Context: an optimization exercise on an open-source flow, tuned for small area. The choices shown serve that exercise and are no tape-out recipe.
RTL that was checked went through simulation tests only; none was proved equivalent to the original.
The RTL of runs 1, 2 and 4 was laid out without a check of its function.
The clock cells of run 8 come from the design's own scripts or RTL, not from TritonCTS.
The flow treats the clock pin as an ideal source. Dropping or thinning the clock tree relies on that and would not hold on a real chip.
Power is estimated from default activity; no workload was simulated.

===== design/flow/design.v =====
`default_nettype none
module top (
  input  logic hz100, reset,
  input  logic [19:0] pb,
  output logic [6:0] ss7, ss6, ss5, ss4, ss3, ss2, ss1, ss0
);
  logic [1:0] delay;
  logic [4:0] key;
  logic act;
  assign act = delay[0] & ~delay[1];
  assign key[0] = pb[19]|pb[17]|pb[15]|pb[13]|pb[11]|pb[9]|pb[7]|pb[5]|pb[3]|pb[1];
  assign key[1] = pb[19]|pb[18]|pb[15]|pb[14]|pb[11]|pb[10]|pb[7]|pb[6]|pb[3]|pb[2];
  assign key[2] = pb[15]|pb[14]|pb[13]|pb[12]|pb[7]|pb[6]|pb[5]|pb[4];
  assign key[3] = pb[15]|pb[14]|pb[13]|pb[12]|pb[11]|pb[10]|pb[9]|pb[8];
  assign key[4] = pb[19]|pb[18]|pb[17]|pb[16];
  logic k_digit, k_eq, k_back, k_op;
  assign k_digit = act & ~key[4];
  assign k_eq    = act & key[4] & (key[3:0] == 4'd0);
  assign k_back  = act & key[4] & (key[3:0] == 4'd1);
  assign k_op    = act & key[4] & (key[3:1] == 3'd1);
  logic [31:0] current, save, data;
  logic sub, show;
  logic [31:0] a, b, result;
  logic [32:0] c;
  logic s;
  assign s = sub & ~k_op;
  assign a = save & {32{~k_op}};
  assign b = current ^ {32{s}};
  assign c[0] = s;
  genvar i;
  for (i = 0; i < 32; i = i + 1) begin : g_add
    assign result[i] = a[i] ^ b[i] ^ c[i];
    assign c[i+1] = (a[i] & b[i]) | (a[i] & c[i]) | (b[i] & c[i]);
  end
  always_ff @(posedge hz100, posedge reset) begin
    if (reset)
      delay <= 2'b00;
    else
      delay <= {delay[0], |pb};
  end
  always_ff @(posedge hz100, posedge reset) begin
    if (reset) begin
      current <= 32'b0;
      save <= 32'b0;
      sub <= 1'b0;
      show <= 1'b0;
    end else begin
      if (k_digit) begin
        if (show)
          current <= {28'b0, key[3:0]};
        else if (current[31:28] == 4'b0)
          current <= {current[27:0], key[3:0]};
      end else if (k_back & ~show) begin
        current <= {4'b0, current[31:4]};
      end else if (k_op & show) begin
        current <= 32'b0;
      end
      if (k_eq | (k_op & ~show))
        save <= result;
      if (k_op)
        sub <= key[0];
      if (k_digit)
        show <= 1'b0;
      else if (k_eq | k_op)
        show <= 1'b1;
    end
  end
  assign data = show ? save : current;
  logic [7:0] nz;    
  logic [7:0] lit;   
  for (i = 0; i < 8; i = i + 1) begin : g_nz
    assign nz[i] = |data[4*i+3:4*i];
  end
  assign lit[7] = nz[7];
  for (i = 1; i < 7; i = i + 1) begin : g_lit
    assign lit[i] = lit[i+1] | nz[i];
  end
  assign lit[0] = 1'b1;
  ssdec s0(.in(data[3:0]),   .out(ss0), .enable(lit[0]));
  ssdec s1(.in(data[7:4]),   .out(ss1), .enable(lit[1]));
  ssdec s2(.in(data[11:8]),  .out(ss2), .enable(lit[2]));
  ssdec s3(.in(data[15:12]), .out(ss3), .enable(lit[3]));
  ssdec s4(.in(data[19:16]), .out(ss4), .enable(lit[4]));
  ssdec s5(.in(data[23:20]), .out(ss5), .enable(lit[5]));
  ssdec s6(.in(data[27:24]), .out(ss6), .enable(lit[6]));
  ssdec s7(.in(data[31:28]), .out(ss7), .enable(lit[7]));
endmodule
module ssdec(input logic [3:0] in,
             input logic enable,
             output logic [6:0] out);
  logic [6:0] seg;
  always_comb begin
    case (in)
      4'h0: seg = 7'h3F;
      4'h1: seg = 7'h06;
      4'h2: seg = 7'h5B;
      4'h3: seg = 7'h4F;
      4'h4: seg = 7'h66;
      4'h5: seg = 7'h6D;
      4'h6: seg = 7'h7D;
      4'h7: seg = 7'h07;
      4'h8: seg = 7'h7F;
      4'h9: seg = 7'h67;
      4'hA: seg = 7'h77;
      4'hB: seg = 7'h7C;
      4'hC: seg = 7'h39;
      4'hD: seg = 7'h5E;
      4'hE: seg = 7'h79;
      default: seg = 7'h71;
    endcase
  end
  assign out = enable ? seg : 7'b0;
endmodule

===== design/flow/flow/run.sh =====
#!/bin/bash
# Own layout flow: the standard flow, with an area-oriented synthesis
# mapping (ABC script in flow/abc_area.script, full adders only, no half
# adders) and the smallest buffer on the ports.
set -euo pipefail
work=$(pwd)
{
  echo "proc abc {args} {"
  echo "  set i [lsearch -exact \$args -script]"
  echo "  if {\$i >= 0} { lset args [expr {\$i + 1}] $work/flow/abc_area.script }"
  echo "  yosys abc {*}\$args"
  echo "}"
  echo "proc extract_fa {args} { yosys extract_fa -fa }"
  cat synth_recipe.tcl
} > own_synth.tcl
bash standard.sh SYNTH_SCRIPT=$work/own_synth.tcl \
  "BUFFER_PORTS_ARGS=-buffer_cell sky130_fd_sc_hd__buf_1" \
  finish > flow_make.log 2>&1

===== design/flow/flow/abc_area.script =====
strash
 balance -l
 resub -K 6 -l
 rewrite -l
 resub -K 6 -N 2 -l
 refactor -l
 resub -K 8 -l
 balance -l
 resub -K 8 -N 2 -l
 rewrite -l
 resub -K 10 -l
 rewrite -z -l
 resub -K 10 -N 2 -l
 balance -l
 resub -K 12 -l
 refactor -z -l
 resub -K 12 -N 2 -l
 rewrite -z -l
 balance -l
 balance -l
 resub -K 6 -l
 rewrite -l
 resub -K 6 -N 2 -l
 refactor -l
 resub -K 8 -l
 balance -l
 resub -K 8 -N 2 -l
 rewrite -l
 resub -K 10 -l
 rewrite -z -l
 resub -K 10 -N 2 -l
 balance -l
 resub -K 12 -l
 refactor -z -l
 resub -K 12 -N 2 -l
 rewrite -z -l
 balance -l
 dch -f
 amap
 topo

===== design/flow/standard.sh =====
#!/bin/bash
# synth_recipe.tcl (not shown) runs the flow's synth.tcl, then flattens the netlist and writes it again
# the make line also repeats each setting of config.mk as NAME=value (left out here)
make -C /OpenROAD-flow-scripts/flow DESIGN_CONFIG=/design/flow/config.mk WORK_HOME=/design/flow/orfs CLKGATE_MAP_FILE= SYNTH_SCRIPT=/design/flow/synth_recipe.tcl "${@:-finish}"

===== design/flow/config.mk =====
export PLATFORM = sky130hd
export DESIGN_NAME = top
export DESIGN_NICKNAME = top
export VERILOG_FILES = /design/flow/design.v
export SDC_FILE = /design/flow/constraint.sdc
export NUM_CORES = 4
export LEC_CHECK = 0
export CAP_MARGIN = 20
export CORE_MARGIN = 2
export CORE_UTILIZATION = 40
export PLACE_DENSITY = 0.6
export SLEW_MARGIN = 20

===== design/flow/constraint.sdc =====
create_clock -name core_clock -period 15.0 [get_ports {hz100}]
set_input_delay 3.0000 -clock core_clock [delete_from_list [all_inputs] [get_ports {hz100}]]
set_output_delay 3.0000 -clock core_clock [all_outputs]
set_load 0.01 [all_outputs]

==> metrics.cfg, run 1 <==
[outcome]
status = finished with violations
so_faults = setup timing

[yosys]
yosys_warnings = 2
yosys-top-cells-area = dfrtp_1 33%, o22ai_1 13%, fa_1 12%
synth_cell_type_count = 33
yosys.cell_count.top_type = clkinv_1
ys.flop_type = dfrtp_1
yosysSeqAreaShare_pct = 33.3
synth_seq_cells = 68
synth_area_leader_cell = dfrtp_1
ys_top_cells_by_count = 108 x clkinv_1, 105 x o22ai_1, 99 x nor2_1
synthCells = 638
synth_nets = 690
avgSynthCellArea_um2 = 8.01
synthArstFlopShare_pct = 100
syn-cell-area_mm2 = 0.00511
synth_edf_count = 0
synth_top_area_share_pct = 33.3

[sta]
tns_ns = -1.48
rsz0062_at_grt = yes
fmax_ghz = 0.0633
maxSlewViolCount = 0
hold_violations = 0
finalSetupViolations = 3
fin_skew_ns = 0.00865
setup_ws_ns = -0.806
period_minus_slack_ns = 15.81
slew_headroom_pct = 32.8
worst_pin_slew_ns = 0.999
period_share_pct = 105

[die]
core_mm2 = 0.0126
die_w_um = 117
rows = 41
io_pins = 78
dieHeight_um = 117
start_util_pct = 40.7
die_area_mm2 = 0.0137

[cells_and_area]
nets = 805
synthToLayoutAreaGrowth_pct = 23.4
stdcell_count = 929
antenna_cells = 0
stdcell_area_mm2 = 0.00630
fillers = 1258
final_layout_size_suffix_gt1_share_pct = 12.0
final_util_pct = 50.2

[drt]
drc = 0
ant_nets = 0
wl_per_cell_um = 15.9
num_vias = 5416
finalWirelength_mm = 14.8
drt_first_pass_iters = 5
viasPerCell = 5.83
drtIter0Drc = 381

[clocking]
cts_max_level = 3
clock_path_buffers = 2
path_clk_slew_ns = 0.06
cts_sinks = 68
clock_latency_ns = 0.33
clk_root_buffer_cell = clkbuf_16
cts_buffers = 9
cts_tree = done

[worst_setup_path]
slowest_stage = or4_4
worstSetupEndpointType = flop
crit_required_ns = 15.25
cp-start-kind = input pin
cpPeakStageDelay_ns = 0.45
r2r-start = delay[1]
cp.depth = 47
critPathMaxFanout = 2
r2r_cells = 43
crit_buf_inv = 5
crit_path_frequent_cell = fa_2
worstSetupPathType = input pin to flop
rr_endpoint = save[31]
ff2ff_setup_slack_ns = 2.39
arrival_ns = 16.06
critPathTopFamily = adder cells

[hold_path]
hold_start = delay[0]
holdPathEnd = delay[1]
hp-class = flop to flop
worstHoldPathCells = 0

[power]
leakagePower_uw = 0.00239
power_uw = 388
irDropWorstVdd_mv = 0.0374
power_density_mw_per_mm2 = 61.5

[global_routing]
grt_overflow = 0
grt_max_degree = 69
grt_pass1_wl_mm = 24.3
grt_pass1_vias = 5108
grt.total_usage_pct = 22.3
antenna_found_initial = 0

[placement]
port_buffers = 77
dpl-instance-area_mm2 = 0.00594
dp.cells = 908
hpwl_mm = 10.4
place_congestion = 0.887

[run]
drv_cap = 0

final cells by class:
cell class | count | area [um^2] | area share, %
multi-input cells | 462 | 3190 | 50.6
flip-flops and latches | 68 | 1700 | 27.0
repair buffers | 104 | 503 | 7.98
inverters | 108 | 425 | 6.75
clock buffers | 13 | 260 | 4.13
well taps | 172 | 215 | 3.41
clock inverters | 2 | 10.0 | 0.159
state kept, by name, indices dropped and copies added (netlist names):
name / flops
delay: 2
sub: 1
show: 1
current: 32
save: 32
routing by layer:
layer,wire length [um],GRT usage [%],part of all wire (%)
met5,0,0,0
met2,7490,39.1,51
met1,6570,29.5,44
met3,571,2.27,3.9
met4,151,6.12,1.0
kinds of logic after synthesis:
kind of cell	count (synthesis)	share of synthesized area [%]
and+or+nand+nor	198	16.6
DFF	68	33.3
buffers and inverters	108	7.93
adders and majority gates	30	11.8
AOI/OAI and AO/OA	234	30.5
repair_timing:
| action | CTS | global route |
|---|---|---|
| gates resized for setup | 4 | 5 |
| pin swaps | 2 | 4 |
| hold endpoints to repair | 0 | 0 |
| hold buffers | 0 | 0 |
| setup endpoints to repair | 4 | 4 |
| setup buffers | 1 | 4 |
placed cells by master, fill, tap and decap left out, types with 2 or more instances in the layout:
cell type / instances
nor2_1: 97
a21oi_2: 2
clkinv_2: 4
clkbuf_1: 2
clkbuf_8: 2
buf_4: 25
a32oi_1: 27
nor3_1: 11
nor4_1: 4
o311ai_0: 3
or3_4: 2
or2_0: 7
o21a_1: 5
a311oi_1: 6
clkbuf_16: 9
nor2b_1: 5
a22oi_1: 8
nand3_1: 2
clkinv_1: 103
fa_2: 30
o21ai_0: 23
o22a_1: 3
o31ai_1: 3
a221oi_1: 6
a31oi_1: 7
dfrtp_1: 68
o22ai_2: 2
or3_1: 6
a211oi_1: 6
o22ai_1: 102
a21oi_1: 22
buf_1: 77
nand2_1: 52
power by group:
group | switching (uW) | leakage (uW) | internal [uW]
logic | 5.97 | 0.00161 | 2.97
clock network | 75.4 | 0.000135 | 120
registers | 0.0109 | 0.000647 | 184
total | 81.4 | 0.00239 | 306
metrics by stage:
| step | setup slack [ns] | hold slack, ns |
|---|---|---|
| 6_report | -0.806 | 0.371 |
| 2_1_floorplan | -1.20 | 0.355 |
| 4_1_cts | -0.865 | 0.375 |
| 3_3_place_gp | -1.15 | 0.361 |
| 5_1_grt | -1.12 | 0.396 |
| 3_5_place_dp | -1.37 | 0.363 |
worst max-delay path by stage:
stage                       from        to  slack [ns]
after floorplan           pb[15]  save[31]       -1.20
after global placement    pb[15]  save[31]       -1.15
after detailed placement  pb[15]  save[31]       -1.37
after CTS                 pb[15]  save[31]       -0.87
after global routing      pb[15]  save[31]       -1.12
final                     pb[15]  save[31]       -0.81
==> run 2, diff against run 1 <==
--- a/design/flow/design.v
+++ b/design/flow/design.v
@@ -23,8 +23,8 @@
   logic [31:0] a, b, result;
   logic [32:0] c;
   logic s;
-  assign s = sub & ~k_op;
-  assign a = save & {32{~k_op}};
+  assign s = sub & ~key[1];
+  assign a = save & {32{~key[1]}};
   assign b = current ^ {32{s}};
   assign c[0] = s;
   genvar i;
==> run 2 against run 1 <==
Compared with the run above: the layout still fails its checks (setup timing); non-clock buffer count shrank 3; power grew 2.1%; global-route usage shrank 0.52 points; synthesized area is essentially flat; synthesized cell count grew 0.63%; critical endpoint unchanged; highest routed layer unchanged.
==> metrics.cfg, run 2 <==
[sta]
fin_skew_ns = 0.00815
maxSlewViolCount = 0
setup_ws_ns = -0.0223
rsz0062_at_grt = yes
fmax_ghz = 0.0666
hold_violations = 0
worst_pin_slew_ns = 1.04
period_share_pct = 100
slew_headroom_pct = 30.5
period_minus_slack_ns = 15.02
tns_ns = -0.0223
finalSetupViolations = 1

[power]
power_density_mw_per_mm2 = 63.1
power_uw = 396
irDropWorstVdd_mv = 0.0426
leakagePower_uw = 0.00212

[yosys]
synth_edf_count = 0
synth_seq_cells = 68
yosys_warnings = 2
ys.flop_type = dfrtp_1
ys_top_cells_by_count = 112 x o22ai_1, 106 x clkinv_1, 104 x nor2_1
avgSynthCellArea_um2 = 7.95
synth_nets = 694
yosys.cell_count.top_type = o22ai_1
syn-cell-area_mm2 = 0.00511
synthCells = 642
synth_area_leader_cell = dfrtp_1
yosysSeqAreaShare_pct = 33.3
synth_cell_type_count = 30
yosys-top-cells-area = dfrtp_1 33%, o22ai_1 14%, fa_1 12%
synthArstFlopShare_pct = 100
synth_top_area_share_pct = 33.3

[hold_path]
worstHoldPathCells = 0
holdPathEnd = delay[1]
hp-class = flop to flop
hold_start = delay[0]

[clocking]
clock_path_buffers = 2
ctsHoldBuffers = 0
path_clk_slew_ns = 0.05
cts_tree = done
clk_root_buffer_cell = clkbuf_16
cts_buffers = 9
clock_latency_ns = 0.33
cts_sinks = 68
cts_max_level = 3

[drt]
ant_nets = 0
viasPerCell = 5.76
wl_per_cell_um = 15.6
drtIter0Drc = 361
drt_first_pass_iters = 5
finalWirelength_mm = 14.5
num_vias = 5365
drc = 0

[placement]
port_buffers = 77
place_congestion = 0.857
hpwl_mm = 10.2
dp.cells = 910
dpl_worst_slack_ns = -0.523

[worst_setup_path]
r2r_cells = 41
cpPeakStageDelay_ns = 0.36
worstSetupPathType = input pin to flop
rr_endpoint = save[31]
r2r-start = sub
critPathMaxFanout = 4
ff2ff_setup_slack_ns = 2.82
worstSetupEndpointType = flop
slowest_stage = fa_2
crit_required_ns = 15.25
cp-start-kind = input pin
arrival_ns = 15.28
setup.worst_path.start = pb[3]
crit_path_frequent_cell = fa_2

[cells_and_area]
fillers = 1240
top_regs = current: 32 flops, save: 32 flops, delay: 2 flops
antenna_cells = 0
final_common_cell = o22ai_1
layout_common_cells = 111 x o22ai_1, 102 x clkinv_1, 102 x nor2_1
stdcell_count = 931
nets = 806
final_layout_size_suffix_gt1_share_pct = 10.9
synthToLayoutAreaGrowth_pct = 22.7

[outcome]
so_faults = setup timing
status = finished with violations

[global_routing]
grt_max_degree = 69
grt_overflow = 0
grt.total_usage_pct = 21.7
grt_pass1_wl_mm = 23.9
antenna_found_initial = 0
grt_pass1_vias = 4976

[die]
io_pins = 78
dieHeight_um = 117
rows = 41
die_w_um = 117
core_mm2 = 0.0125
start_util_pct = 40.8
die_area_mm2 = 0.0137

[run]
drv_cap = 0

-- run 2: how the worst max path moves through the flow --
stage,to,slack [ns]
after global placement,save[31],-0.41
after global routing,save[31],-0.50
after detailed placement,save[31],-0.52
after floorplan,save[31],-0.42
final,save[31],-0.02
after CTS,save[31],-0.10
-- run 2: cell families (layout without fill, tap and decap cells) --
| group | after synthesis | count (layout) | synth area share [%] |
|---|---|---|---|
| AOI/OAI and AO/OA | 236 | 236 | 30.5 |
| adders and majority gates | 30 | 30 | 11.8 |
| buffers and inverters | 106 | 223 | 7.79 |
| DFF | 68 | 68 | 33.3 |
| and+or+nand+nor | 202 | 202 | 16.6 |
-- run 2: area by class of cell --
| cell class | count | area, um^2 | area share [%] |
|---|---|---|---|
| Sequential cell | 68 | 1700 | 27.2 |
| Inverter | 106 | 417 | 6.65 |
| Clock inverter | 1 | 5.00 | 0.0799 |
| Multi-Input combinational cell | 468 | 3160 | 50.4 |
| Clock buffer | 15 | 278 | 4.43 |
| Timing Repair Buffer | 101 | 489 | 7.81 |
| Tap cell | 172 | 215 | 3.43 |
-- run 2: metrics by stage --
step                      util (%)  hold WS (ns)  area [um^2]
after CTS                     49.6         0.383         6200
after detailed placement      47.2         0.374         5910
final                         50.1         0.384         6270
after floorplan                  -         0.355         5240
after global placement        47.2         0.369         5910
after global routing          50.1         0.387         6270
-- run 2: repair_timing --
action	in CTS	in global routing
endpoints found under the setup margin	1	2
pin swaps	3	2
buffers inserted	1	3
resized for setup	1	4
-- run 2: worst max-delay path, delay by kind of cell --
kind,cells,cell delay (ns)
buf+inv,3,0.23
fa+ha+maj,30,10.30
simple gates,8,1.00
compound gates,6,0.73
-- run 2: layer usage --
layer | GRT usage (%) | routed length, um | vias up
li1 | - | - | 2605
met1 | 29.6 | 6610 | 2599
met2 | 36.9 | 7190 | 149
met3 | 3.09 | 590 | 12
met4 | 5.25 | 146 | 0
met5 | 0 | 0 | -
-- run 2: where the power goes --
group	internal (uW)	switching, uW	leakage, uW
Clock	125	76.2	0.000140
Sequential	184	0.0101	0.000642
Combinational	3.78	6.69	0.00133
==> run 3, diff against run 2 <==
--- a/design/flow/design.v
+++ b/design/flow/design.v
@@ -20,18 +20,26 @@
   assign k_op    = act & key[4] & (key[3:1] == 3'd1);
   logic [31:0] current, save, data;
   logic sub, show;
-  logic [31:0] a, b, result;
+  localparam int LOW = 6;
+  logic [31:0] a, b, sum, result;
   logic [32:0] c;
   logic s;
   assign s = sub & ~key[1];
-  assign a = save & {32{~key[1]}};
-  assign b = current ^ {32{s}};
-  assign c[0] = s;
+  assign a = {save[31:LOW] & {(32-LOW){~key[1]}}, save[LOW-1:0]};
+  assign b = current ^ {{(32-LOW){s}}, {LOW{sub}}};
   genvar i;
   for (i = 0; i < 32; i = i + 1) begin : g_add
-    assign result[i] = a[i] ^ b[i] ^ c[i];
-    assign c[i+1] = (a[i] & b[i]) | (a[i] & c[i]) | (b[i] & c[i]);
+    logic cin;
+    if (i == 0)
+      assign cin = sub;
+    else if (i == LOW)
+      assign cin = c[i] & ~key[1];
+    else
+      assign cin = c[i];
+    assign sum[i] = a[i] ^ b[i] ^ cin;
+    assign c[i+1] = (a[i] & b[i]) | (a[i] & cin) | (b[i] & cin);
   end
+  assign result = {sum[31:LOW], key[1] ? current[LOW-1:0] : sum[LOW-1:0]};
   always_ff @(posedge hz100, posedge reset) begin
     if (reset)
       delay <= 2'b00;
--- a/design/flow/flow/run.sh
+++ b/design/flow/flow/run.sh
@@ -1,7 +1,7 @@
 #!/bin/bash
 # Own layout flow: the standard flow, with an area-oriented synthesis
 # mapping (ABC script in flow/abc_area.script, full adders only, no half
-# adders) and the smallest buffer on the ports.
+# adders), the smallest buffer on the ports and a smaller clock tree.
 set -euo pipefail
 work=$(pwd)
 {
@@ -15,4 +15,5 @@
 } > own_synth.tcl
 bash standard.sh SYNTH_SCRIPT=$work/own_synth.tcl \
   "BUFFER_PORTS_ARGS=-buffer_cell sky130_fd_sc_hd__buf_1" \
+  "CTS_ARGS=-sink_clustering_enable -repair_clock_nets -dont_use_dummy_load -buf_list sky130_fd_sc_hd__clkbuf_8 -root_buf sky130_fd_sc_hd__clkbuf_8 -sink_clustering_size 30 -sink_clustering_max_diameter 200" \
   finish > flow_make.log 2>&1
==> run 3 against run 2 <==
Compared with the run above: the run now finishes clean; critical path depth shrank 9; utilization shrank 2.7 points; non-clock buffer count shrank 14; register-to-register slack lost 1.4 ns; count of clock-buffer cells in the layout shrank 6; worst setup slack gained 0.61 ns; routed wire length shrank 1.5%; via count shrank 1.2%; synthesized cell count grew 1.4%; sequential share of layout area grew 1.3 points; critical path type unchanged; highest routed layer unchanged.
==> metrics.cfg, run 3 <==
[outcome]
status = no timing/DRC/antenna violations

[run]
drv_cap = 0

[yosys]
avgSynthCellArea_um2 = 7.92
yosys.cell_count.top_type = clkinv_1
synth_compound_area_share_pct = 27.0
synth_edf_count = 0
synth_xor_area_share_pct = 0
ys.flop_type = dfrtp_1
yosys.area_share.simple_pct = 20.0
synth_cell_type_count = 31
synth_nets = 703
synth_seq_cells = 68
synth_top_family_by_area = compound AO/OA/AOI/OAI gates
synth_area_leader_cell = dfrtp_1
synthArstFlopShare_pct = 100
ys_top_cells_by_count = 114 x clkinv_1, 92 x o22ai_1, 89 x nor2_1
yosysSeqAreaShare_pct = 33.0
synthMuxAreaShare_pct = 0
yosys-top-cells-area = dfrtp_1 33%, fa_1 12%, o22ai_1 11%
syn-cell-area_mm2 = 0.00515
synthCells = 651
yosys_warnings = 2
synth_adder_area_share_pct = 11.7
synth_top_area_share_pct = 33.0

[placement]
place_congestion = 0.885
port_buffers = 77
dpl-instance-area_mm2 = 0.00585
hpwl_mm = 10.3
dp.cells = 909

[clocking]
ctsHoldBuffers = 0
cts_tree = done
cts_setup_buffers = 0
cts_sinks = 68
clock_latency_ns = 0.35
cts_max_level = 3
cts_buffers = 9
cts.repair.resized = 0
path_clk_slew_ns = 0.05
clock_path_buffers = 2
clk_root_buffer_cell = clkbuf_8

[cells_and_area]
fillers = 1257
layout_common_cells = 112 x clkinv_1, 91 x o22ai_1, 88 x nor2_1
final_common_cell = clkinv_1
final_layout_size_suffix_gt1_share_pct = 7.10
stdcell_area_mm2 = 0.00598
final_util_pct = 47.4
antenna_cells = 0
stdcell_count = 919
synthToLayoutAreaGrowth_pct = 16.1
nets = 801
top_regs = current: 32 flops, save: 32 flops, delay: 2 flops

[sta]
tns_ns = 0
worst_pin_slew_ns = 1.05
hold_violations = 0
finalSetupViolations = 0
fmax_ghz = 0.0694
rsz0062_at_grt = no
period_minus_slack_ns = 14.41
slew_headroom_pct = 30.2
fin_skew_ns = 0.0265
holdWs_ns = 0.383
period_share_pct = 96.1
maxSlewViolCount = 0

[die]
rows = 41
die_w_um = 118
core_mm2 = 0.0126
dieHeight_um = 118
io_pins = 78
start_util_pct = 40.8
die_area_mm2 = 0.0138

[worst_setup_path]
crit_required_ns = 15.25
r2r_cells = 40
rr_endpoint = save[31]
ff2ff_setup_slack_ns = 1.38
crit_path_frequent_cell = fa_2
slowest_stage = fa_2
arrival_ns = 14.66
r2r-start = sub
cp-start-kind = input pin
worstSetupPathType = input pin to flop
cpPeakStageDelay_ns = 0.42
worstSetupEndpointType = flop
critPathMaxFanout = 2

[hold_path]
hp-class = flop to flop
worstHoldPathCells = 0
holdPathEnd = delay[1]
hold_start = delay[0]

[drt]
drtIter0Drc = 292
drt_first_pass_iters = 7
viasPerCell = 5.77
wl_per_cell_um = 15.6
ant_nets = 0
drc = 0
finalWirelength_mm = 14.3
num_vias = 5303

[global_routing]
grt.total_usage_pct = 20.4
grt_pass1_wl_mm = 23.6
grt_max_degree = 69
grt_overflow = 0
grt_pass1_vias = 5012
antenna_found_initial = 0

[power]
leakagePower_uw = 0.00185
power_density_mw_per_mm2 = 64.8
irDropWorstVdd_mv = 0.0307

## run 3: worst max path at each step
stage / start / end / cells after the start
floorplan: pb[19] / save[31] / 37
global placement: pb[19] / save[31] / 38
detailed placement: pb[19] / save[31] / 38
CTS: pb[19] / save[31] / 38
global route: pb[19] / save[31] / 38
finish: pb[19] / save[31] / 38
## run 3: metal layers
metal | part of all wire, % | track usage (%) | up-vias
met1 | 44 | 27.4 | 2540
met3 | 4.9 | 2.13 | 18
li1 | - | - | 2583
met2 | 49 | 35.2 | 162
met4 | 1.2 | 5.80 | 0
met5 | 0 | 0 | -
## run 3: kinds of logic (layout without fill, tap and decap cells)
kind of cell,after synthesis,in the layout
compound gates,209,209
simple gates,230,230
buf+inv,114,210
flops,68,68
fa+ha+maj,30,30
## run 3: cell type report
| cell class | count | area, um^2 | share of cell area, % |
|---|---|---|---|
| multi-input combinational | 469 | 3150 | 52.6 |
| sequential | 68 | 1700 | 28.4 |
| inverter | 114 | 433 | 7.24 |
| timing repair buffer | 87 | 364 | 6.09 |
| tap | 172 | 215 | 3.60 |
| clock buffer | 9 | 124 | 2.07 |
## run 3: report_power, final
group	total (uW)	internal (uW)	switching [uW]	leakage, uW
Sequential	187	186	1.68	0.000623
Clock	117	53.5	63.3	0.0000647
Combinational	83.5	27.7	55.8	0.00116
Total	388	267	121	0.00185
## run 3: metrics by stage
| step | setup slack, ns | power (uW) |
|---|---|---|
| floorplan | 0.0600 | 248 |
| global placement | 0.297 | 271 |
| detailed placement | 0.188 | 274 |
| CTS | 0.497 | 390 |
| global route | 0.118 | 408 |
| finish | 0.587 | 388 |
## run 3: worst max-delay path, delay by kind of cell
kind | cells | cell delay, ns
simple gates | 6 | 1.08
fa+ha+maj | 25 | 9.67
buf+inv | 3 | 0.25
compound gates | 4 | 0.65
==> run 4, diff against run 3 <==
--- a/design/flow/design.v
+++ b/design/flow/design.v
@@ -20,7 +20,7 @@
   assign k_op    = act & key[4] & (key[3:1] == 3'd1);
   logic [31:0] current, save, data;
   logic sub, show;
-  localparam int LOW = 6;
+  localparam int LOW = 10;
   logic [31:0] a, b, sum, result;
   logic [32:0] c;
   logic s;
--- a/design/flow/config.mk
+++ b/design/flow/config.mk
@@ -7,6 +7,6 @@
 export LEC_CHECK = 0
 export CAP_MARGIN = 20
 export CORE_MARGIN = 2
-export CORE_UTILIZATION = 40
-export PLACE_DENSITY = 0.6
+export CORE_UTILIZATION = 60
+export PLACE_DENSITY = 0.75
 export SLEW_MARGIN = 20
==> run 4 against run 3 <==
Compared with the run above: routed wire length shrank 5.3%; worst setup slack lost 0.00051 ns; via count grew 2.6%; still clean on timing, DRC and antenna; synthesized cell count grew 0.46%; count of clock-buffer cells in the layout is the same; critical path depth grew 2; fmax is essentially flat; first-iteration DRC count grew 18%; power grew 0.29%; global-route usage grew 9.4 points; highest routed layer unchanged.
==> metrics.cfg, run 4 <==
[global_routing]
grt_max_degree = 69
grt_pass1_wl_mm = 23.4
grt.total_usage_pct = 29.8
grt_pass1_vias = 5108
grt_overflow = 0
antenna_found_initial = 0

[clocking]
cts_buffers = 9
cts_setup_buffers = 0
clock_latency_ns = 0.36
cts_tree = done
clock_path_buffers = 2
path_clk_slew_ns = 0.07
cts_max_level = 3
cts_sinks = 68
clk_root_buffer_cell = clkbuf_8
ctsHoldBuffers = 0

[die]
start_util_pct = 62.3
io_pins = 78
dieHeight_um = 96.8
die_area_mm2 = 0.00938
die_w_um = 96.8
rows = 33
core_mm2 = 0.00830

[sta]
fin_skew_ns = 0.0221
finalSetupViolations = 0
worst_pin_slew_ns = 1.00
setup_ws_ns = 0.587
hold_violations = 0
fmax_ghz = 0.0694
period_minus_slack_ns = 14.41
maxSlewViolCount = 0
period_share_pct = 96.1
holdWs_ns = 0.381
slew_headroom_pct = 33.2

[drt]
drtIter0Drc = 344
finalWirelength_mm = 13.6
num_vias = 5441
wl_per_cell_um = 15.8
viasPerCell = 6.35
drc = 0
ant_nets = 0
drt_first_pass_iters = 5

[power]
irDropWorstVdd_mv = 0.0518
internal-power_uw = 267
netSwitchingFraction_pct = 31.4
power_density_mw_per_mm2 = 66.4
pwr-share-seq_pct = 48.2
p_switching_uw = 122
power_uw = 389
pwr-share-comb_pct = 21.1
pwr-share-clk_pct = 30.7
leakagePower_uw = 0.00189

[cells_and_area]
top_regs = current: 32 flops, save: 32 flops, delay: 2 flops
synthToLayoutAreaGrowth_pct = 13.4
final_layout_size_suffix_gt1_share_pct = 5.19
nets = 806
antenna_cells = 0
layout_common_cells = 106 x clkinv_1, 94 x o22ai_1, 90 x nor2_1
stdcell_count = 857
stdcell_area_mm2 = 0.00586
final_common_cell = clkinv_1

[yosys]
yosys.cell_count.top_type = clkinv_1
yosys_warnings = 2
synth_edf_count = 0
yosys-top-cells-area = dfrtp_1 33%, fa_1 12%, o22ai_1 12%
yosysSeqAreaShare_pct = 32.9
synthArstFlopShare_pct = 100
syn-cell-area_mm2 = 0.00517
synth_top_area_share_pct = 32.9
synth_area_leader_cell = dfrtp_1
ys_top_cells_by_count = 111 x clkinv_1, 96 x o22ai_1, 92 x nor2_1
ys.flop_type = dfrtp_1
synth_nets = 706
synth_cell_type_count = 31
synthCells = 654
synth_seq_cells = 68
avgSynthCellArea_um2 = 7.91

[placement]
port_buffers = 77
place_congestion = 0.940
hpwl_mm = 9.74
dpl-instance-area_mm2 = 0.00570
dpl_worst_slack_ns = 0.148
dp.cells = 848

[worst_setup_path]
cp-start-kind = flop
crit_path_frequent_cell = fa_1
crit_buf_inv = 3
arrival_ns = 14.68
cpPeakStageDelay_ns = 0.48
critPathTopFamily = adder cells
slowest_stage = fa_1
worstSetupPathType = flop to flop
crit_required_ns = 15.26
worstSetupEndpointType = flop
critPathMaxFanout = 3

[run]
drv_cap = 0

[outcome]
status = no timing/DRC/antenna violations

[hold_path]
hp-class = flop to flop

run 4: cell types whose count changed after synthesis, sizes merged, moves of 3 or more:
cell / previous run / this run
clkinv: 114 / 111
nor2: 89 / 92
a21oi: 22 / 25
o22ai: 92 / 96
nand2: 61 / 56
run 4: worst paths after layout:
| check | start | to | slack (ns) | cells past startpoint |
|---|---|---|---|---|
| setup reg to reg | sub | save[31] | 0.59 | 40 |
| hold reg to reg | delay[0] | delay[1] | 0.38 | 0 |
| min in group asynchronous | reset | show | 2.89 | 3 |
| setup / recovery | sub | save[31] | 0.59 | 40 |
| hold / removal | delay[0] | delay[1] | 0.38 | 0 |
| max in group asynchronous | reset | save[1] | 11.56 | 3 |
run 4: per-layer routing:
metal / wire length [um] / GRT usage [%] / vias up
met4: 364 / 11.8 / 0
met5: 0 / 0 / -
li1: - / - / 2605
met2: 6570 / 49.7 / 237
met3: 837 / 3.61 / 35
met1: 5790 / 39.9 / 2564
run 4: timing repair:
item | 4_1_cts | 5_1_grt
endpoints found under the hold margin | 0 | 0
endpoints found under the setup margin | 0 | 1
gates resized for setup | 0 | 14
run 4: layout make-up:
type | instances | area [um^2]
multi-input combinational | 475 | 3110
fill | 705 | 2440
sequential | 68 | 1700
inverter | 111 | 418
timing repair buffer | 89 | 379
tap | 105 | 131
clock buffer | 9 | 124
run 4: power groups by stage:
stage	Clock (uW)	Sequential, uW	Combinational, uW
after global routing	126	188	92.4
after global placement	0	191	78.9
after detailed placement	0	191	81.2
after floorplan	0	192	56.2
final	120	187	82.0
after CTS	120	187	81.7
run 4: per-stage QoR:
| stage | utilization [%] | setup TNS (ns) |
|---|---|---|
| global route | 70.6 | -0.000544 |
| CTS | 70.2 | 0 |
| global placement | 68.7 | 0 |
| detailed placement | 68.7 | 0 |
| finish | 70.6 | 0 |
| floorplan | - | 0 |
run 4: logic make-up after synthesis:
kind of cell | count (synthesis) | share of synthesized area [%]
simple gates | 231 | 20.1
fa+ha+maj | 30 | 11.6
flops | 68 | 32.9
compound gates | 214 | 27.3
buf+inv | 111 | 8.06
==> run 5, diff against run 4 <==
--- a/design/flow/design.v
+++ b/design/flow/design.v
@@ -20,7 +20,7 @@
   assign k_op    = act & key[4] & (key[3:1] == 3'd1);
   logic [31:0] current, save, data;
   logic sub, show;
-  localparam int LOW = 10;
+  localparam int LOW = 6;
   logic [31:0] a, b, sum, result;
   logic [32:0] c;
   logic s;
==> run 5 against run 4 <==
Compared with the run above: synthesized cell count is 0.46% lower; hold slack worse by 0.017 ns; sequential share of layout area is 0.14 points lower; sequential cell count unchanged; clock power about the same; fmax is essentially flat; worst setup slack better by 0.014 ns; cell area is 0.47% higher; critical path depth shrank 3; synthesized area fell by 0.29%; global-route usage grew 0.32 points; routed wire length is 1.4% higher; critical path type is now input pin to flop.
==> metrics.cfg, run 5 <==
[yosys]
synth_area_leader_cell = dfrtp_1
ys_top_cells_by_count = 114 x clkinv_1, 92 x o22ai_1, 89 x nor2_1
yosys-top-cells-area = dfrtp_1 33%, fa_1 12%, o22ai_1 11%
synth_cell_type_count = 31
yosysSeqAreaShare_pct = 33.0
avgSynthCellArea_um2 = 7.92
yosys_warnings = 2
synth_nets = 703
synth_top_area_share_pct = 33.0
synthArstFlopShare_pct = 100
synthCells = 651
yosys.cell_count.top_type = clkinv_1
synth_seq_cells = 68
syn-cell-area_mm2 = 0.00515
synth_edf_count = 0
ys.flop_type = dfrtp_1

[clocking]
clock_path_buffers = 2
cts_max_level = 3
clk_root_buffer_cell = clkbuf_8
cts.repair.resized = 0
cts_setup_buffers = 0
ctsHoldBuffers = 0
path_clk_slew_ns = 0.08
cts_tree = done
clock_latency_ns = 0.34
cts_sinks = 68
cts_buffers = 9

[placement]
place_congestion = 0.938
hpwl_mm = 9.73
dpl-instance-area_mm2 = 0.00576
port_buffers = 77
dpl_worst_slack_ns = 0.255
dp.cells = 843

[drt]
finalWirelength_mm = 13.8
num_vias = 5333
wl_per_cell_um = 16.1
drt_first_pass_iters = 5
viasPerCell = 6.26
ant_nets = 0
drtIter0Drc = 491
drc = 0

[global_routing]
grt_pass1_wl_mm = 24.0
antenna_found_initial = 0
grt_max_degree = 69
grt_overflow = 0
grt.total_usage_pct = 30.2
grt_pass1_vias = 5285

[sta]
period_share_pct = 96.0
slew_headroom_pct = 31.1
worst_pin_slew_ns = 1.03
setup_ws_ns = 0.600
tns_ns = 0
rsz0062_at_grt = no
period_minus_slack_ns = 14.40
holdWs_ns = 0.364
maxSlewViolCount = 0
fin_skew_ns = 0.0152
hold_violations = 0
finalSetupViolations = 0
fmax_ghz = 0.0694

[worst_setup_path]
arrival_ns = 14.66
critPathMaxFanout = 10
cpPeakStageDelay_ns = 0.42
crit_path_frequent_cell = fa_2
crit_required_ns = 15.26
cp-start-kind = input pin
worstSetupEndpointType = flop
worstSetupPathType = input pin to flop
slowest_stage = fa_2

[power]
netSwitchingFraction_pct = 31.1
power_density_mw_per_mm2 = 65.8
internal-power_uw = 267
pwr-share-clk_pct = 30.2
irDropWorstVdd_mv = 0.0453
leakagePower_uw = 0.00185
pwr-share-comb_pct = 21.4
p_switching_uw = 120
pwr-share-seq_pct = 48.4

[cells_and_area]
multi_input_area_mm2 = 0.00313
seqCellArea_mm2 = 0.00170
top_regs = current: 32 flops, save: 32 flops, delay: 2 flops
synthToLayoutAreaGrowth_pct = 14.2
final_common_cell = clkinv_1
stdcell_area_mm2 = 0.00589
final_layout_size_suffix_gt1_share_pct = 7.10
nets = 801
fillers = 674
stdcell_count = 852
antenna_cells = 0
layout_common_cells = 112 x clkinv_1, 91 x o22ai_1, 88 x nor2_1

[run]
drv_cap = 0

[die]
dieHeight_um = 96.7
start_util_pct = 62.4
die_area_mm2 = 0.00935
rows = 33
core_mm2 = 0.00826
io_pins = 78
die_w_um = 96.7

[outcome]
status = no timing/DRC/antenna violations

[hold_path]
hp-class = flop to flop

## run 5: cell types whose count changed after synthesis, moves of 2 or more
cell and delta:
o31ai_1 -2, nand2_1 +5, a211oi_1 -2, clkinv_1 +3, nor2_1 -3, o22ai_1 -4
a21oi_1 -3, or2_0 -2, nor3_1 -2, a311oi_1 +2
## run 5: worst paths after layout
path	cells past startpoint	start	slack (ns)	endpoint
min reg2reg	0	delay[0]	0.36	delay[1]
min in group asynchronous	3	reset	2.89	show
max in group asynchronous	3	reset	11.53	current[13]
min	0	delay[0]	0.36	delay[1]
max	37	pb[19]	0.60	save[31]
max reg2reg	40	sub	1.39	save[31]
## run 5: area by class of cell
class / count / share of cell area (%)
multi-input cells: 469 / 53.2
repair buffers: 87 / 6.18
inverters: 114 / 7.35
well taps: 105 / 2.23
clock buffers: 9 / 2.10
flip-flops and latches: 68 / 28.9
## run 5: routing by layer
layer,GRT usage [%],share of wire [%],wire (um),vias up
met2,51.4,49,6800,203
met5,0,0,0,-
met1,40.8,43,5960,2547
met3,2.96,5.9,805,22
met4,9.75,1.3,181,0
li1,-,-,-,2561
## run 5: cell families after synthesis
logic type,share of synthesized area (%)
flops,33.0
buf+inv,8.30
simple gates,20.0
compound gates,27.0
fa+ha+maj,11.7
## run 5: power by group through the flow
stage	clock network [uW]	logic, uW	registers (uW)
after floorplan	0	56.8	192
final	117	83.0	187
after global routing	126	93.5	188
after detailed placement	0	82.1	191
after CTS	118	82.5	187
after global placement	0	79.4	191
## run 5: critical path: cells and delay by family
kind,cells,cell delay (ns)
adder cells (fa/ha/maj),25,9.75
AND/OR/NAND/NOR,6,1.05
AO/OA/AOI/OAI,3,0.50
buffers and inverters,3,0.39
## run 5: stage by stage
stage / power [uW] / util (%)
6_report: 387 / 71.3
3_3_place_gp: 270 / 69.8
3_5_place_dp: 273 / 69.8
4_1_cts: 387 / 71.3
5_1_grt: 407 / 71.3
2_1_floorplan: 248 / -
==> run 6, diff against run 5 <==
--- a/design/flow/flow/run.sh
+++ b/design/flow/flow/run.sh
@@ -15,5 +15,6 @@
 } > own_synth.tcl
 bash standard.sh SYNTH_SCRIPT=$work/own_synth.tcl \
   "BUFFER_PORTS_ARGS=-buffer_cell sky130_fd_sc_hd__buf_1" \
-  "CTS_ARGS=-sink_clustering_enable -repair_clock_nets -dont_use_dummy_load -buf_list sky130_fd_sc_hd__clkbuf_8 -root_buf sky130_fd_sc_hd__clkbuf_8 -sink_clustering_size 30 -sink_clustering_max_diameter 200" \
+  "CTS_ARGS=-sink_clustering_enable -repair_clock_nets -dont_use_dummy_load -buf_list sky130_fd_sc_hd__clkbuf_8 -root_buf sky130_fd_sc_hd__clkbuf_8 -sink_clustering_size 35 -sink_clustering_max_diameter 500" \
+  REMOVE_ABC_BUFFERS=1 \
   finish > flow_make.log 2>&1
==> run 6 against run 5 <==
Compared with the run above: still clean; clock skew up 0.0086 ns; worst setup slack lost 0.071 ns; sequential cell count unchanged; combinational power is 3.0% higher; hold slack improved by 0.017 ns; synthesized cell count unchanged; die area unchanged; count of clock-buffer cells in the layout did not move; critical path depth grew 1; non-clock buffer count rose by 8; power grew 0.31%.
==> metrics.cfg, run 6 <==
[outcome]
status = no timing/DRC/antenna violations

[yosys]
synth_area_leader_cell = dfrtp_1
synth_seq_cells = 68
avgSynthCellArea_um2 = 7.92
synth_compound_area_share_pct = 27.0
ys.flop_type = dfrtp_1
synthCells = 651
ys_top_cells_by_count = 114 x clkinv_1, 92 x o22ai_1, 89 x nor2_1
synth_xor_area_share_pct = 0
yosysSeqAreaShare_pct = 33.0
yosys_warnings = 2
yosys.cell_count.top_type = clkinv_1
synth_adder_area_share_pct = 11.7
synthArstFlopShare_pct = 100
synth_top_area_share_pct = 33.0
yosys-top-cells-area = dfrtp_1 33%, fa_1 12%, o22ai_1 11%
synth_top_family_by_area = compound AO/OA/AOI/OAI gates
synthMuxAreaShare_pct = 0
syn-cell-area_mm2 = 0.00515
synth_cell_type_count = 31
yosys.area_share.simple_pct = 20.0
synth_edf_count = 0

[cells_and_area]
synthToLayoutAreaGrowth_pct = 15.6
antenna_cells = 0
final_common_cell = clkinv_1
top_regs = current: 32 flops, save: 32 flops, delay: 2 flops
seqCellArea_mm2 = 0.00170
multi_input_area_mm2 = 0.00313
layout_common_cells = 112 x clkinv_1, 91 x o22ai_1, 86 x nor2_1
final_layout_size_suffix_gt1_share_pct = 8.34
nets = 809
fillers = 684

[drt]
num_vias = 5550
drt_first_pass_iters = 7
finalWirelength_mm = 14.6
drc = 0
viasPerCell = 6.45
drtIter0Drc = 488
wl_per_cell_um = 16.9
ant_nets = 0

[sta]
fin_skew_ns = 0.0238
hold_violations = 0
worst_pin_slew_ns = 1.04
rsz0062_at_grt = no
period_minus_slack_ns = 14.47
fmax_ghz = 0.0691
slew_headroom_pct = 30.4
finalSetupViolations = 0
holdWs_ns = 0.381
maxSlewViolCount = 0
period_share_pct = 96.5

[clocking]
clock_latency_ns = 0.35
cts_tree = done
path_clk_slew_ns = 0.06
cts_buffers = 9
cts_sinks = 68
cts_setup_buffers = 0
cts_max_level = 3
clk_root_buffer_cell = clkbuf_8
clock_path_buffers = 2

[run]
drv_cap = 0

[worst_setup_path]
cpPeakStageDelay_ns = 0.42
rr_endpoint = save[31]
worstSetupEndpointType = flop
crit_path_frequent_cell = fa_2
ff2ff_setup_slack_ns = 1.57
slowest_stage = fa_2
r2r-start = sub
critPathMaxFanout = 2
r2r_cells = 40
crit_path_end = save[31]
worstSetupPathType = input pin to flop
setup.worst_path.start = pb[19]
arrival_ns = 14.74
crit_required_ns = 15.27
cp-start-kind = input pin

[die]
die_w_um = 96.7
start_util_pct = 62.4
rows = 33
dieHeight_um = 96.7
core_mm2 = 0.00826
io_pins = 78
die_area_mm2 = 0.00935

[hold_path]
worstHoldPathCells = 0
hp-class = flop to flop

[power]
power_uw = 389
irDropWorstVdd_mv = 0.0512
leakagePower_uw = 0.00189
power_density_mw_per_mm2 = 65.3

[global_routing]
grt.total_usage_pct = 31.7
antenna_found_initial = 0
grt_max_degree = 69
grt_pass1_wl_mm = 25.0
grt_pass1_vias = 5304
grt_overflow = 0

[placement]
port_buffers = 77
place_congestion = 0.912
hpwl_mm = 10.2

==> run 6: cell types whose count changed in the layout (fill, tap and decap cells not counted), sizes merged <==
cell,previous run,this run
buf,87,95
clkinv,113,112
inv,1,2
==> run 6: critical path: cells and delay by family <==
kind	cells	cell delay, ns
fa+ha+maj	25	9.95
simple gates	6	0.93
compound gates	4	0.63
buf+inv	3	0.22
==> run 6: stage by stage <==
| step | setup WS, ns | instances | cell area [um^2] | util (%) | setup TNS (ns) |
|---|---|---|---|---|---|
| 3_3_place_gp | -1.35 | 850 | 5710 | 69.2 | -2.68 |
| 4_1_cts | 0.0111 | 860 | 5930 | 71.8 | 0 |
| 6_report | 0.529 | 860 | 5960 | 72.1 | 0 |
| 2_1_floorplan | -2.66 | 651 | 5150 | - | -9.42 |
| 3_5_place_dp | -1.45 | 851 | 5740 | 69.5 | -2.96 |
| 5_1_grt | 0.0322 | 860 | 5960 | 72.1 | 0 |
==> run 6: worst min path at each step <==
stage | startpoint | endpoint | slack, ns
after floorplan | delay[0] | delay[1] | 0.35
after global placement | delay[0] | delay[1] | 0.36
after detailed placement | delay[0] | delay[1] | 0.37
after CTS | delay[0] | delay[1] | 0.39
after global routing | delay[0] | delay[1] | 0.41
final | delay[0] | delay[1] | 0.38
==> run 6: layer usage <==
| metal | vias to the layer above | GRT usage, % | part of all wire, % |
|---|---|---|---|
| met3 | 24 | 5.56 | 6.6 |
| met1 | 2698 | 43.2 | 42 |
| met5 | - | 0 | 0 |
| met2 | 231 | 53.1 | 50 |
| li1 | 2597 | - | - |
| met4 | 0 | 7.80 | 1.2 |
==> run 6: power breakdown <==
group          internal, uW  switching, uW  total, uW
logic                  28.8           56.7       85.5
registers               186           1.71        187
clock network          53.5           62.3        116
total                   268            121        389
==> run 6: cells by family after synthesis <==
kind of cell,after synthesis
adder cells (fa/ha/maj),30
AO/OA/AOI/OAI,209
buffers and inverters,114
flip-flops,68
AND/OR/NAND/NOR,230
==> run 6: repair_timing <==
| item | 4_1_cts | 5_1_grt |
|---|---|---|
| hold buffers | 0 | 0 |
| setup endpoints to repair | 3 | 1 |
| resized for setup | 24 | 9 |
| pin swaps | 4 | 8 |
==> run 6: layout make-up <==
type	instances	share of cell area, %
tap	105	2.21
clock buffer	9	2.08
multi-input combinational	469	52.5
sequential	68	28.6
timing repair buffer	95	7.46
inverter	114	7.18
==> run 7, diff against run 6 <==
--- a/design/flow/design.v
+++ b/design/flow/design.v
@@ -19,27 +19,34 @@
   assign k_back  = act & key[4] & (key[3:0] == 4'd1);
   assign k_op    = act & key[4] & (key[3:1] == 3'd1);
   logic [31:0] current, save, data;
-  logic sub, show;
+  logic sub, show, saved;
   localparam int LOW = 6;
-  logic [31:0] a, b, sum, result;
+  logic w_eq, w_cp;
+  assign w_eq = k_eq;
+  assign w_cp = k_op & ~show;
+  logic [31:0] a, b, sum, save_next;
   logic [32:0] c;
   logic s;
-  assign s = sub & ~key[1];
-  assign a = {save[31:LOW] & {(32-LOW){~key[1]}}, save[LOW-1:0]};
-  assign b = current ^ {{(32-LOW){s}}, {LOW{sub}}};
+  assign s = sub & w_eq;
+  assign a = {save[31:LOW] & {(32-LOW){saved & ~w_cp}}, save[LOW-1:0] & {LOW{saved}}};
+  assign b = {(current[31:LOW] ^ {(32-LOW){s}}) & {(32-LOW){w_eq | w_cp}},
+              current[LOW-1:0] ^ {LOW{sub}}};
   genvar i;
   for (i = 0; i < 32; i = i + 1) begin : g_add
     logic cin;
     if (i == 0)
       assign cin = sub;
     else if (i == LOW)
-      assign cin = c[i] & ~key[1];
+      assign cin = c[i] & w_eq;
     else
       assign cin = c[i];
     assign sum[i] = a[i] ^ b[i] ^ cin;
     assign c[i+1] = (a[i] & b[i]) | (a[i] & cin) | (b[i] & cin);
   end
-  assign result = {sum[31:LOW], key[1] ? current[LOW-1:0] : sum[LOW-1:0]};
+  assign save_next = {sum[31:LOW],
+                      w_eq ? sum[LOW-1:0] : w_cp ? current[LOW-1:0] : save[LOW-1:0]};
+  always_ff @(posedge hz100)
+    save <= save_next;
   always_ff @(posedge hz100, posedge reset) begin
     if (reset)
       delay <= 2'b00;
@@ -49,7 +56,7 @@
   always_ff @(posedge hz100, posedge reset) begin
     if (reset) begin
       current <= 32'b0;
-      save <= 32'b0;
+      saved <= 1'b0;
       sub <= 1'b0;
       show <= 1'b0;
     end else begin
@@ -64,7 +71,7 @@
         current <= 32'b0;
       end
       if (k_eq | (k_op & ~show))
-        save <= result;
+        saved <= 1'b1;
       if (k_op)
         sub <= key[0];
       if (k_digit)
--- a/design/flow/flow/run.sh
+++ b/design/flow/flow/run.sh
@@ -15,6 +15,5 @@
 } > own_synth.tcl
 bash standard.sh SYNTH_SCRIPT=$work/own_synth.tcl \
   "BUFFER_PORTS_ARGS=-buffer_cell sky130_fd_sc_hd__buf_1" \
-  "CTS_ARGS=-sink_clustering_enable -repair_clock_nets -dont_use_dummy_load -buf_list sky130_fd_sc_hd__clkbuf_8 -root_buf sky130_fd_sc_hd__clkbuf_8 -sink_clustering_size 35 -sink_clustering_max_diameter 500" \
-  REMOVE_ABC_BUFFERS=1 \
+  "CTS_ARGS=-sink_clustering_enable -repair_clock_nets -dont_use_dummy_load -buf_list sky130_fd_sc_hd__clkbuf_8 -root_buf sky130_fd_sc_hd__clkbuf_8 -sink_clustering_size 30 -sink_clustering_max_diameter 200" \
   finish > flow_make.log 2>&1
==> run 7 against run 6 <==
Compared with the run above: global-route usage fell by 2.2 points; die area fell by 5.2%; clock skew fell by 0.0075 ns.
==> metrics.cfg, run 7 <==
[outcome]
status = no timing/DRC/antenna violations

[cells_and_area]
layout_common_cells = 100 x clkinv_1, 100 x nor2_1, 77 x buf_1
top_regs = current: 32 flops, save: 32 flops, delay: 2 flops
antenna_cells = 0
final_layout_size_suffix_gt1_share_pct = 8.68
stdcell_area_mm2 = 0.00568
fillers = 630
synthToLayoutAreaGrowth_pct = 16.6
nets = 757

[sta]
period_minus_slack_ns = 14.74
setup_ws_ns = 0.262
maxSlewViolCount = 0
fin_skew_ns = 0.0163
slew_headroom_pct = 37.0
finalSetupViolations = 0
holdWs_ns = 0.383
worst_pin_slew_ns = 0.945
fmax_ghz = 0.0679
period_share_pct = 98.3
hold_violations = 0

[clocking]
clk_root_buffer_cell = clkbuf_8
path_clk_slew_ns = 0.07
cts_max_level = 3
cts_buffers = 9
cts_sinks = 69
clock_latency_ns = 0.34
clock_path_buffers = 2
cts_tree = done

[power]
pwr-share-seq_pct = 60.7
leakagePower_uw = 0.00192
pwr-share-clk_pct = 37.5
power_density_mw_per_mm2 = 54.2
irDropWorstVdd_mv = 0.0458
p_switching_uw = 65.5
pwr-share-comb_pct = 1.9
netSwitchingFraction_pct = 21.3
internal-power_uw = 243

[placement]
hpwl_mm = 9.02
port_buffers = 77
place_congestion = 0.859
dpl_worst_slack_ns = -0.0736
dpl-instance-area_mm2 = 0.00551

[drt]
drc = 0
wl_per_cell_um = 15.6
drt_first_pass_iters = 5
num_vias = 4977
ant_nets = 0
viasPerCell = 6.18
drtIter0Drc = 309
finalWirelength_mm = 12.6

[yosys]
yosys.cell_count.top_type = nor2_1
synthCells = 604
synth_edf_count = 6
ys_top_cells_by_count = 101 x nor2_1, 100 x clkinv_1, 59 x o22ai_1
yosys_warnings = 2
synthArstFlopShare_pct = 53.6
synth_area_leader_cell = dfrtp_1
yosysSeqAreaShare_pct = 33.4
ys.flop_type = dfrtp_1
avgSynthCellArea_um2 = 8.07
yosys-top-cells-area = dfrtp_1 19%, fa_1 12%, dfxtp_1 11%
synth_cell_type_count = 36
synth_seq_cells = 69
syn-cell-area_mm2 = 0.00487
synth_nets = 656
synth_top_area_share_pct = 19.0

[global_routing]
grt.total_usage_pct = 29.5
grt_pass1_wl_mm = 20.9
grt_overflow = 0
grt_pass1_vias = 4642
antenna_found_initial = 0
grt_max_degree = 52

[hold_path]
hp-class = flop to flop

[worst_setup_path]
crit_required_ns = 15.20
critPathMaxFanout = 3
slowest_stage = or4_4
cpPeakStageDelay_ns = 0.55
arrival_ns = 14.94
worstSetupEndpointType = flop
worstSetupPathType = input pin to flop
cp-start-kind = input pin
crit_path_frequent_cell = fa_2

[die]
rows = 32
dieHeight_um = 94.1
die_w_um = 94.1
core_mm2 = 0.00781
die_area_mm2 = 0.00886
io_pins = 78
start_util_pct = 62.4

[run]
drv_cap = 0

==> run 7: cell types whose count changed in the layout (fill, tap and decap cells not counted), moves of 6 or more <==
cell and delta:
o22ai_1 -33, dfrtp_1 -31, nand2_1 -29, dfxtp_1 +26, a22oi_1 +16, nor2_1 +14, clkinv_1 -12, a21oi_1 -8
a311oi_1 -6, edfxtp_1 +6, nor3_1 -6
==> run 7: layout make-up <==
| type | count | area (um^2) | share of cell area (%) |
|---|---|---|---|
| repair buffers | 90 | 387 | 6.80 |
| inverters | 100 | 375 | 6.60 |
| well taps | 102 | 128 | 2.25 |
| multi-input cells | 435 | 3040 | 53.6 |
| clock buffers | 9 | 124 | 2.18 |
| flip-flops and latches | 69 | 1630 | 28.6 |
==> run 7: cell families after synthesis <==
family | count (synthesis) | share of synthesized area [%]
simple gates | 225 | 21.5
buf+inv | 100 | 7.70
flops | 69 | 33.4
xor+xnor | 1 | 0.180
fa+ha+maj | 30 | 12.3
compound gates | 179 | 25.0
==> run 7: layer usage <==
metal	track usage [%]	routed length, um
met1	39.8	5530
met2	48.5	6210
met4	10.1	112
met3	4.90	744
met5	0	0
==> run 7: power by group through the flow <==
stage          registers (uW)  logic, uW  clock network (uW)
6_report                  187       5.76                 115
5_1_grt                   187       6.75                 127
4_1_cts                   187       5.73                 117
3_5_place_dp              191       5.72                   0
3_3_place_gp              191       5.53                   0
2_1_floorplan             191       2.63                   0
==> run 7: path summary, 6_finish.rpt <==
check / start / end / slack (ns) / depth (start not counted)
max: pb[15] / save[31] / 0.26 / 37
min: delay[0] / delay[1] / 0.38 / 0
max reg2reg: sub / save[31] / 2.70 / 37
min reg2reg: delay[0] / delay[1] / 0.38 / 0
max in group asynchronous: reset / current[14] / 11.91 / 3
min in group asynchronous: reset / current[0] / 2.74 / 3
==> run 7: repair_timing <==
action / CTS / global route
endpoints found under the setup margin: 0 / 1
hold buffers: 0 / 0
setup buffers: 0 / 1
resized for setup: 0 / 9
==> run 7: worst max-delay path, delay by kind of cell <==
kind                     cells  cell delay, ns
AO/OA/AOI/OAI                3            0.28
buffers and inverters        1            0.08
AND/OR/NAND/NOR              7            1.86
adder cells (fa/ha/maj)     25            9.54
XOR/XNOR                     1            0.16
==> run 7: per-stage QoR <==
stage / setup TNS (ns) / cells / utilization, % / power (uW)
final: 0 / 805 / 72.8 / 308
after global routing: -0.0132 / 805 / 72.8 / 320
after CTS: 0 / 804 / 72.1 / 309
after detailed placement: -0.0736 / 795 / 70.5 / 196
after global placement: 0 / 795 / 70.5 / 196
after floorplan: 0 / 604 / - / 193
==> run 8, diff against run 7 <==
--- a/design/flow/flow/run.sh
+++ b/design/flow/flow/run.sh
@@ -1,7 +1,8 @@
 #!/bin/bash
 # Own layout flow: the standard flow, with an area-oriented synthesis
 # mapping (ABC script in flow/abc_area.script, full adders only, no half
-# adders), the smallest buffer on the ports and a smaller clock tree.
+# adders), the smallest buffer on the ports, and in place of the clock
+# tree 4 clock buffers that each drive a group of registers (clk_post.tcl).
 set -euo pipefail
 work=$(pwd)
 {
@@ -13,6 +14,7 @@
   echo "proc extract_fa {args} { yosys extract_fa -fa }"
   cat synth_recipe.tcl
 } > own_synth.tcl
+export POST_CTS_TCL=$work/flow/clk_post.tcl
 bash standard.sh SYNTH_SCRIPT=$work/own_synth.tcl \
   "BUFFER_PORTS_ARGS=-buffer_cell sky130_fd_sc_hd__buf_1" \
   "CTS_ARGS=-sink_clustering_enable -repair_clock_nets -dont_use_dummy_load -buf_list sky130_fd_sc_hd__clkbuf_8 -root_buf sky130_fd_sc_hd__clkbuf_8 -sink_clustering_size 30 -sink_clustering_max_diameter 200" \
==> design/flow/flow/clk_post.tcl (new file) <==
# POST_CTS hook: replace the clock tree that CTS built with 4 clkbuf_8
# clock buffers, each next to the centre of a group of nearby registers and
# driving their clock pins. The clock port drives those 4 buffers only.
set block [ord::get_db_block]
set clknet [$block findNet hz100]
# the clock tree's buffers and nets, found from the clock port down
set tree_insts {}
set tree_nets {}
set sinks {}
set todo [list $clknet]
while {[llength $todo]} {
  set net [lindex $todo 0]; set todo [lrange $todo 1 end]
  foreach it [$net getITerms] {
    if {![$it isInputSignal]} { continue }
    set inst [$it getInst]
    set m [[$inst getMaster] getName]
    if {[string match "sky130_fd_sc_hd__clkbuf_*" $m]} {
      lappend tree_insts $inst
      set out [[$inst findITerm X] getNet]
      if {$out ne "NULL"} { lappend tree_nets $out; lappend todo $out }
    } else {
      lappend sinks $it
    }
  }
}
puts "clock tree: [llength $tree_insts] buffers, [llength $sinks] sinks"
set master [[ord::get_db] findMaster sky130_fd_sc_hd__clkbuf_8]
foreach inst $tree_insts { odb::dbInst_destroy $inst }
foreach net $tree_nets { odb::dbNet_destroy $net }
# split the sinks into OWN_CLK_GROUPS groups of nearby registers: into
# columns by x, each column into equal parts by y
proc by_x {a b} { expr {[lindex $a 1] - [lindex $b 1]} }
proc by_y {a b} { expr {[lindex $a 2] - [lindex $b 2]} }
set pts {}
foreach it $sinks {
  set loc [[$it getInst] getLocation]
  lappend pts [list $it [lindex $loc 0] [lindex $loc 1]]
}
set k 4
set cols [expr {$k >= 4 ? 2 : 1}]
set rows [expr {$k / $cols}]
set pts [lsort -command by_x $pts]
set n [llength $pts]
set groups {}
for {set c 0} {$c < $cols} {incr c} {
  set col [lrange $pts [expr {$c * $n / $cols}] [expr {($c + 1) * $n / $cols - 1}]]
  set col [lsort -command by_y $col]
  set m [llength $col]
  for {set r 0} {$r < $rows} {incr r} {
    lappend groups [lrange $col [expr {$r * $m / $rows}] [expr {($r + 1) * $m / $rows - 1}]]
  }
}
set g 0
foreach grp $groups {
  set buf [odb::dbInst_create $block $master clkroot_$g]
  set newnet [odb::dbNet_create $block clkroot_net_$g]
  $newnet setSigType CLOCK
  set sx 0; set sy 0
  foreach p $grp {
    set it [lindex $p 0]
    set sx [expr {$sx + [lindex $p 1]}]; set sy [expr {$sy + [lindex $p 2]}]
    $it disconnect
    $it connect $newnet
  }
  [$buf findITerm A] connect $clknet
  [$buf findITerm X] connect $newnet
  set m [llength $grp]
  $buf setLocation [expr {$sx / $m}] [expr {$sy / $m}]
  $buf setPlacementStatus PLACED
  incr g
}
detailed_placement
estimate_parasitics -placement
repair_timing -hold -hold_margin 0
detailed_placement
check_placement -verbose
report_clock_skew
report_check_types -max_slew -max_capacitance
report_worst_slack -max
report_worst_slack -min
==> run 8 against run 7 <==
Compared with the run above: cell area is 1.2% lower; critical path depth stayed put; die area stayed put; fmax hardly changed; global-route usage is 0.59 points lower; utilization is 0.88 points lower; register-to-register slack better by 0.15 ns; hold slack better by 0.0090 ns; largest cell class unchanged.
==> metrics.cfg, run 8 <==
[outcome]
status = no timing/DRC/antenna violations

[hold_path]
hp-class = flop to flop

[sta]
maxSlewViolCount = 0
fin_skew_ns = 0.0101
period_minus_slack_ns = 14.75
worst_pin_slew_ns = 0.911
fmax_ghz = 0.0678
slew_headroom_pct = 39.0
finalSetupViolations = 0
tns_ns = 0
period_share_pct = 98.3
hold_violations = 0

[yosys]
synthCells = 604
yosys_warnings = 2
synthArstFlopShare_pct = 53.6
syn-cell-area_mm2 = 0.00487
synthMuxAreaShare_pct = 0
synth_seq_cells = 69
synth_adder_area_share_pct = 12.3
yosys.area_share.simple_pct = 21.5
yosysSeqAreaShare_pct = 33.4
yosys-top-cells-area = dfrtp_1 19%, fa_1 12%, dfxtp_1 11%
synth_nets = 656
synth_edf_count = 6
synth_xor_area_share_pct = 0.180
synth_cell_type_count = 36
synth_top_area_share_pct = 19.0
avgSynthCellArea_um2 = 8.07
yosys.cell_count.top_type = nor2_1
synth_area_leader_cell = dfrtp_1
synth_compound_area_share_pct = 25.0
ys_top_cells_by_count = 101 x nor2_1, 100 x clkinv_1, 59 x o22ai_1
synth_top_family_by_area = compound AO/OA/AOI/OAI gates
ys.flop_type = dfrtp_1

[worst_setup_path]
r2r-start = sub
critPathMaxFanout = 3
crit_required_ns = 15.05
setup.worst_path.start = pb[15]
r2r_cells = 37
worstSetupPathType = input pin to flop
cp.depth = 37
cpPeakStageDelay_ns = 0.55
crit_buf_inv = 1
cp-start-kind = input pin
ff2ff_setup_slack_ns = 2.85
arrival_ns = 14.80
worstSetupEndpointType = flop
critPathTopFamily = adder cells
slowest_stage = or4_4
rr_endpoint = save[31]
crit_path_end = save[31]
crit_path_frequent_cell = fa_2

[die]
die_area_mm2 = 0.00886
dieHeight_um = 94.1
die_w_um = 94.1
core_mm2 = 0.00781
rows = 32
start_util_pct = 62.4
io_pins = 78

[drt]
drtIter0Drc = 305
ant_nets = 0
viasPerCell = 6.18
wl_per_cell_um = 15.6
drc = 0
drt_first_pass_iters = 5
finalWirelength_mm = 12.5
num_vias = 4943

[global_routing]
grt_overflow = 0
antenna_found_initial = 0
grt_max_degree = 52
grt.total_usage_pct = 28.9
grt_pass1_vias = 4603
grt_pass1_wl_mm = 20.8

[power]
irDropWorstVdd_mv = 0.0630
p_switching_uw = 52.9
pwr-share-comb_pct = 2.2
netSwitchingFraction_pct = 19.8
power_uw = 267
pwr-share-seq_pct = 70.0
pwr-share-clk_pct = 27.8
internal-power_uw = 214
leakagePower_uw = 0.00189
power_density_mw_per_mm2 = 47.5

[clocking]
cts_sinks = 69
path_clk_slew_ns = 0.11
clock_latency_ns = 0.17

[placement]
hpwl_mm = 9.02
port_buffers = 77
place_congestion = 0.859

[cells_and_area]
final_util_pct = 71.9
fillers = 640
layout_common_cells = 100 x clkinv_1, 100 x nor2_1, 77 x buf_1
top_regs = current: 32 flops, save: 32 flops, delay: 2 flops
antenna_cells = 0
final_layout_size_suffix_gt1_share_pct = 8.02
nets = 752
synthToLayoutAreaGrowth_pct = 15.2

[run]
drv_cap = 0

-- run 8: worst reg2reg max path: cells and delay by family (launching register included) --
family / cells / cell delay, ns
adders and majority gates: 30 / 10.68
buffers and inverters: 2 / 0.28
xor gates and xnor gates: 1 / 0.16
DFF: 1 / 0.51
and+or+nand+nor: 1 / 0.07
AOI/OAI and AO/OA: 3 / 0.32
-- run 8: power groups by stage --
stage	Combinational, uW	Sequential, uW	Clock (uW)
after floorplan	2.63	191	0
after global placement	5.53	191	0
after detailed placement	5.72	191	0
after global routing	6.74	187	82.4
final	5.74	187	74.2
-- run 8: how the worst min path moves through the flow --
stage	to	slack, ns	start	depth (start not counted)
after floorplan	delay[1]	0.36	delay[0]	0
after global placement	delay[1]	0.37	delay[0]	0
after detailed placement	delay[1]	0.37	delay[0]	0
after global routing	delay[1]	0.41	delay[0]	0
final	delay[1]	0.39	delay[0]	0
-- run 8: cell families (layout without fill, tap and decap cells) --
family,Yosys count,after routing
AND/OR/NAND/NOR,225,225
adder cells (fa/ha/maj),30,30
buffers and inverters,100,194
XOR/XNOR,1,1
flip-flops,69,69
AO/OA/AOI/OAI,179,179
-- run 8: cell type report --
type / instances / area, um^2 / share of cell area (%)
Timing Repair Buffer: 90 / 387 / 6.89
Tap cell: 102 / 128 / 2.27
Multi-Input combinational cell: 435 / 3040 / 54.2
Inverter: 100 / 375 / 6.68
Buffer: 4 / 55.1 / 0.980
Sequential cell: 69 / 1630 / 29.0
-- run 8: metrics by stage --
| step | instances | setup slack (ns) | instance area [um^2] | hold slack, ns |
|---|---|---|---|---|
| detailed placement | 795 | -0.0736 | 5510 | 0.370 |
| global route | 800 | -0.0196 | 5620 | 0.406 |
| global placement | 795 | 0.117 | 5510 | 0.367 |
| floorplan | 604 | 0.0282 | 4990 | 0.361 |
| finish | 800 | 0.253 | 5620 | 0.392 |
-- run 8: layer usage --
layer / track usage, % / vias to the layer above / share of wire [%]
li1: - / 2381 / -
met3: 4.90 / 15 / 6.5
met4: 5.92 / 0 / 1.0
met5: 0 / - / 0
met1: 39.2 / 2370 / 43
met2: 49.2 / 177 / 49

re-timing with driven ports:
The flow's constraints put no driver on any port. The routed layouts listed below were extracted and timed again, unchanged, in two steps.
Step 1 assumes that a clkbuf_16 drives the clock port and a buf_2 every other input.
Step 2 moves the port delays by t, midway between the first and last clock arrival at a register: inputs arrive t later, outputs are due t later. That takes back most of the time a late clock gives input paths.
Three values: ideal ports, drivers, drivers and shift; two values: the first two.
run	t (ns)	setup slack, ns	hold WS [ns]
run 1	0.358	-0.806 / -0.791 / -1.149	0.371 / 0.371 / 0.371
run 2	0.366	-0.022 / -0.002 / -0.368	0.384 / 0.384 / 0.384
run 3	0.368	0.587 / 0.598 / 0.230	0.383 / 0.383 / 0.383
run 4	0.383	0.587 / 0.587 / 0.587	0.381 / 0.381 / 0.381
run 5	0.362	0.600 / 0.609 / 0.246	0.364 / 0.364 / 0.364
run 6	0.376	0.529 / 0.544 / 0.168	0.381 / 0.381 / 0.381
run 7	0.365	0.262 / 0.280 / -0.085	0.383 / 0.383 / 0.383
run 8	0.228	0.253 / 0.297 / 0.069	0.392 / 0.392 / 0.392
With both steps, setup timing fails in run 7, where it was met with ideal ports. The setup slack of run 6, which loses most, moves by +0.015 ns with the drivers and by -0.361 ns with both steps.
